From an optimization exercise on the open Yosys and OpenROAD flow, aimed at small area and a short achievable clock period; shortcuts taken in it are not production practice.
At most, simulation tests tie the RTL to the original design; equivalence was not proved.
No driver is modelled on the clock port, so clocking that relies on it looks cheaper here than on a real chip.

Design DaddaKS_16bitMAC, start of the top module:
module DaddaKS_16bitMAC(
    input [15:0] a,
    input [15:0] b,
    input clk,
    input rst,
    input cin,
    output reg [31:0] out,
    output cout
);
wire pp_0_0;
wire pp_0_1;
wire pp_0_2;
wire pp_0_3;
wire pp_0_4;
wire pp_0_5;
wire pp_0_6;
wire pp_0_7;
wire pp_0_8;
wire pp_0_9;
wire pp_0_10;
wire pp_0_11;
wire pp_0_12;
wire pp_0_13;
wire pp_0_14;
wire pp_0_15;
wire pp_1_0;
wire pp_1_1;
wire pp_1_2;
wire pp_1_3;
wire pp_1_4;
wire pp_1_5;
wire pp_1_6;
wire pp_1_7;
wire pp_1_8;
wire pp_1_9;
wire pp_1_10;
wire pp_1_11;
wire pp_1_12;
wire pp_1_13;
wire pp_1_14;
wire pp_1_15;
wire pp_2_0;
wire pp_2_1;
wire pp_2_2;
wire pp_2_3;
wire pp_2_4;
wire pp_2_5;
wire pp_2_6;
wire pp_2_7;
wire pp_2_8;
wire pp_2_9;
wire pp_2_10;
wire pp_2_11;
wire pp_2_12;
wire pp_2_13;
wire pp_2_14;
wire pp_2_15;
wire pp_3_0;
wire pp_3_1;
wire pp_3_2;
wire pp_3_3;
wire pp_3_4;
wire pp_3_5;
wire pp_3_6;
wire pp_3_7;
wire pp_3_8;
wire pp_3_9;
wire pp_3_10;
wire pp_3_11;
wire pp_3_12;
wire pp_3_13;
wire pp_3_14;
wire pp_3_15;
wire pp_4_0;
wire pp_4_1;
wire pp_4_2;
wire pp_4_3;
wire pp_4_4;
wire pp_4_5;
wire pp_4_6;
wire pp_4_7;
wire pp_4_8;
wire pp_4_9;
wire pp_4_10;
wire pp_4_11;
wire pp_4_12;
wire pp_4_13;
wire pp_4_14;
wire pp_4_15;
wire pp_5_0;
wire pp_5_1;
wire pp_5_2;
wire pp_5_3;
wire pp_5_4;
wire pp_5_5;
wire pp_5_6;
wire pp_5_7;
wire pp_5_8;
wire pp_5_9;
wire pp_5_10;
wire pp_5_11;
wire pp_5_12;
wire pp_5_13;
wire pp_5_14;
wire pp_5_15;
wire pp_6_0;
wire pp_6_1;
wire pp_6_2;
wire pp_6_3;
wire pp_6_4;
wire pp_6_5;
wire pp_6_6;
wire pp_6_7;
wire pp_6_8;
wire pp_6_9;
wire pp_6_10;
wire pp_6_11;
wire pp_6_12;
wire pp_6_13;
wire pp_6_14;
wire pp_6_15;
wire pp_7_0;
wire pp_7_1;
wire pp_7_2;
wire pp_7_3;
wire pp_7_4;
wire pp_7_5;
wire pp_7_6;
wire pp_7_7;
wire pp_7_8;
wire pp_7_9;
wire pp_7_10;
wire pp_7_11;
  ...
For scale: about 820 cells after synthesis, about 32 flip-flops, ~8200 µm² of cells after synthesis.
make LEC_CHECK=0 CAP_MARGIN=20 CORE_MARGIN=2 CORE_UTILIZATION=40 SETUP_SLACK_MARGIN=0.3 SLEW_MARGIN=20 SYNTH_HIERARCHICAL=1 finish   # period 17.0 ns
run.sh (not shown) runs the stock make flow with config.mk's settings and CLKGATE_MAP_FILE= SYNTH_SCRIPT=/design/flow/synth_recipe.tcl, a recipe that flattens the netlist after the stock synthesis.
Next try:
CORE_UTILIZATION = 60   (was 40)
SETUP_SLACK_MARGIN = 5   (was 0.3)
What happened: Count of clock-buffer cells in the layout went up by 1; area after synthesis stays the same; via count is higher by 3.2%; core utilization went up by 26 points; critical path depth rises by 2.
Next try:
CORE_UTILIZATION = 40   (was 60)
=> Area after synthesis does not change; fmax increases by 0.79%; first-iteration DRC count shrinks by 25%; non-clock buffer count decreases by 6; routed wire length came out higher by 4.2%.
No functional check of the RTL was part of any run of this note.


## 10-23
DaddaKS_16bitMAC, a different RTL version from the one above (not shown whole).
Size in the first run: roughly 840 cells after synthesis, ~32 flip-flops, ~68 I/O pins, ~8700 um^2 of cells after synthesis.
==> flow/config.mk <==
export PLATFORM = sky130hd
export DESIGN_NAME = DaddaKS_16bitMAC
export DESIGN_NICKNAME = DaddaKS_16bitMAC
export VERILOG_FILES = /design/flow/design.v
export SDC_FILE = /design/flow/constraint.sdc
export NUM_CORES = 4
export LEC_CHECK = 0
export CAP_MARGIN = 20
export CORE_MARGIN = 2
export CORE_UTILIZATION = 40
export CTS_BUF_LIST = sky130_fd_sc_hd__clkbuf_8
export SETUP_SLACK_MARGIN = 5
export SLEW_MARGIN = 20
export SYNTH_HIERARCHICAL = 1
==> flow/constraint.sdc <==
create_clock -name core_clock -period 17.0 [get_ports {clk}]
set_input_delay 3.4000 -clock core_clock [delete_from_list [all_inputs] [get_ports {clk}]]
set_output_delay 3.4000 -clock core_clock [all_outputs]
set_load 0.01 [all_outputs]
standard.sh (not shown) runs the stock make flow with config.mk's settings and CLKGATE_MAP_FILE= SYNTH_SCRIPT=/design/flow/synth_recipe.tcl, a recipe that flattens the netlist after the stock synthesis.
==> flow/flow/run.sh <==
#!/bin/bash
set -euo pipefail
R=$PWD/orfs/results/sky130hd/DaddaKS_16bitMAC/base
downsize() {
  DS_ODB=$R/$1.odb DS_SDC=$R/$1.sdc DS_TARGET=99 DS_PROP=$2 DS_TRADEOFF=$3 \
    DS_LIB=$FLOW_HOME/platforms/sky130hd/lib/sky130_fd_sc_hd__tt_025C_1v80.lib \
    DS_PLATFORM_DIR=$FLOW_HOME/platforms/sky130hd \
    openroad -no_init -exit flow/downsize.tcl > downsize_$1.log 2>&1
}
bash standard.sh 'BUFFER_PORTS_ARGS=-buffer_cell sky130_fd_sc_hd__buf_1' 'CTS_ARGS=-sink_clustering_enable -repair_clock_nets -buf_list sky130_fd_sc_hd__clkbuf_8 -dont_use_dummy_load' SETUP_SLACK_MARGIN=6 place > standard_place.log 2>&1
downsize 3_place 0 0
bash standard.sh 'BUFFER_PORTS_ARGS=-buffer_cell sky130_fd_sc_hd__buf_1' 'CTS_ARGS=-sink_clustering_enable -repair_clock_nets -buf_list sky130_fd_sc_hd__clkbuf_8 -dont_use_dummy_load' SETUP_SLACK_MARGIN=6 cts > standard_cts.log 2>&1
downsize 4_cts 1 1
bash standard.sh 'BUFFER_PORTS_ARGS=-buffer_cell sky130_fd_sc_hd__buf_1' 'CTS_ARGS=-sink_clustering_enable -repair_clock_nets -buf_list sky130_fd_sc_hd__clkbuf_8 -dont_use_dummy_load' SETUP_SLACK_MARGIN=0 finish > standard_finish.log 2>&1
Other scripts of this flow, unchanged in this note and not shown: flow/flow/downsize.tcl
> inputs changed (10-23 -> 03-27)
diff --git a/flow/flow/run.sh b/flow/flow/run.sh
--- a/flow/flow/run.sh
+++ b/flow/flow/run.sh
@@ -14 +14 @@
-bash standard.sh 'BUFFER_PORTS_ARGS=-buffer_cell sky130_fd_sc_hd__buf_1' 'CTS_ARGS=-sink_clustering_enable -repair_clock_nets -buf_list sky130_fd_sc_hd__clkbuf_8 -dont_use_dummy_load' SETUP_SLACK_MARGIN=0 finish > standard_finish.log 2>&1
+bash standard.sh 'BUFFER_PORTS_ARGS=-buffer_cell sky130_fd_sc_hd__buf_1' 'CTS_ARGS=-sink_clustering_enable -repair_clock_nets -buf_list sky130_fd_sc_hd__clkbuf_8 -dont_use_dummy_load' SETUP_SLACK_MARGIN=6 finish > standard_finish.log 2>&1
### Flow results
Timing, DRC, antenna: 0 failures across 10-23 and 03-27. The detailed-routed wire length on met3 in 03-27 is 0.936 times that in 10-23. The count of antenna diodes in the layout reported for 03-27 is smaller than that of 10-23 by 1. 03-27 vs. 10-23: number of max-cap violations now sits at about the same level, share of the core filled with cells in the final layout now sits higher. [compare] base=10-23 new=03-27: non-clock buffer count increased by about 2.4% relative to the old numbers; starting density of the core comparable; cell area increased 2.1%.

## what the ideal ports hide
How much do the figures lean on ideal ports? The routed layouts below were timed once more, with nothing changed but the port constraints.
Step 1, drivers: a clkbuf_16 drives clk and a buf_2 each remaining input, both assumed.
Step 2 also shifts input and output timing later by t, the mid clock arrival at the registers, as if the neighbouring blocks saw the same clock.
Slacks: ideal / step 1 / step 2; pairs: ideal / step 1.
| run | t (ns) | setup WS [ns] | worst data-port slew with drivers (ns) |
|---|---|---|---|
| the first run of note 1 | 0.318 | 3.215 / 3.190 / 3.190 | 0.04 |
| the second run of note 1 | 0.339 | 5.134 / 5.089 / 5.089 | 0.07 |
| the third run of note 1 | 0.320 | 5.227 / 5.175 / 5.175 | 0.06 |
| 10-23 | 0.358 | 5.889 / 5.852 / 5.852 | 0.07 |
| 03-27 | 0.360 | 6.098 / 6.045 / 6.045 | 0.07 |
After both steps every run listed still meets setup and hold. The setup slack of 03-27, which loses most, moves by -0.053 ns with the drivers and by -0.053 ns with both steps.
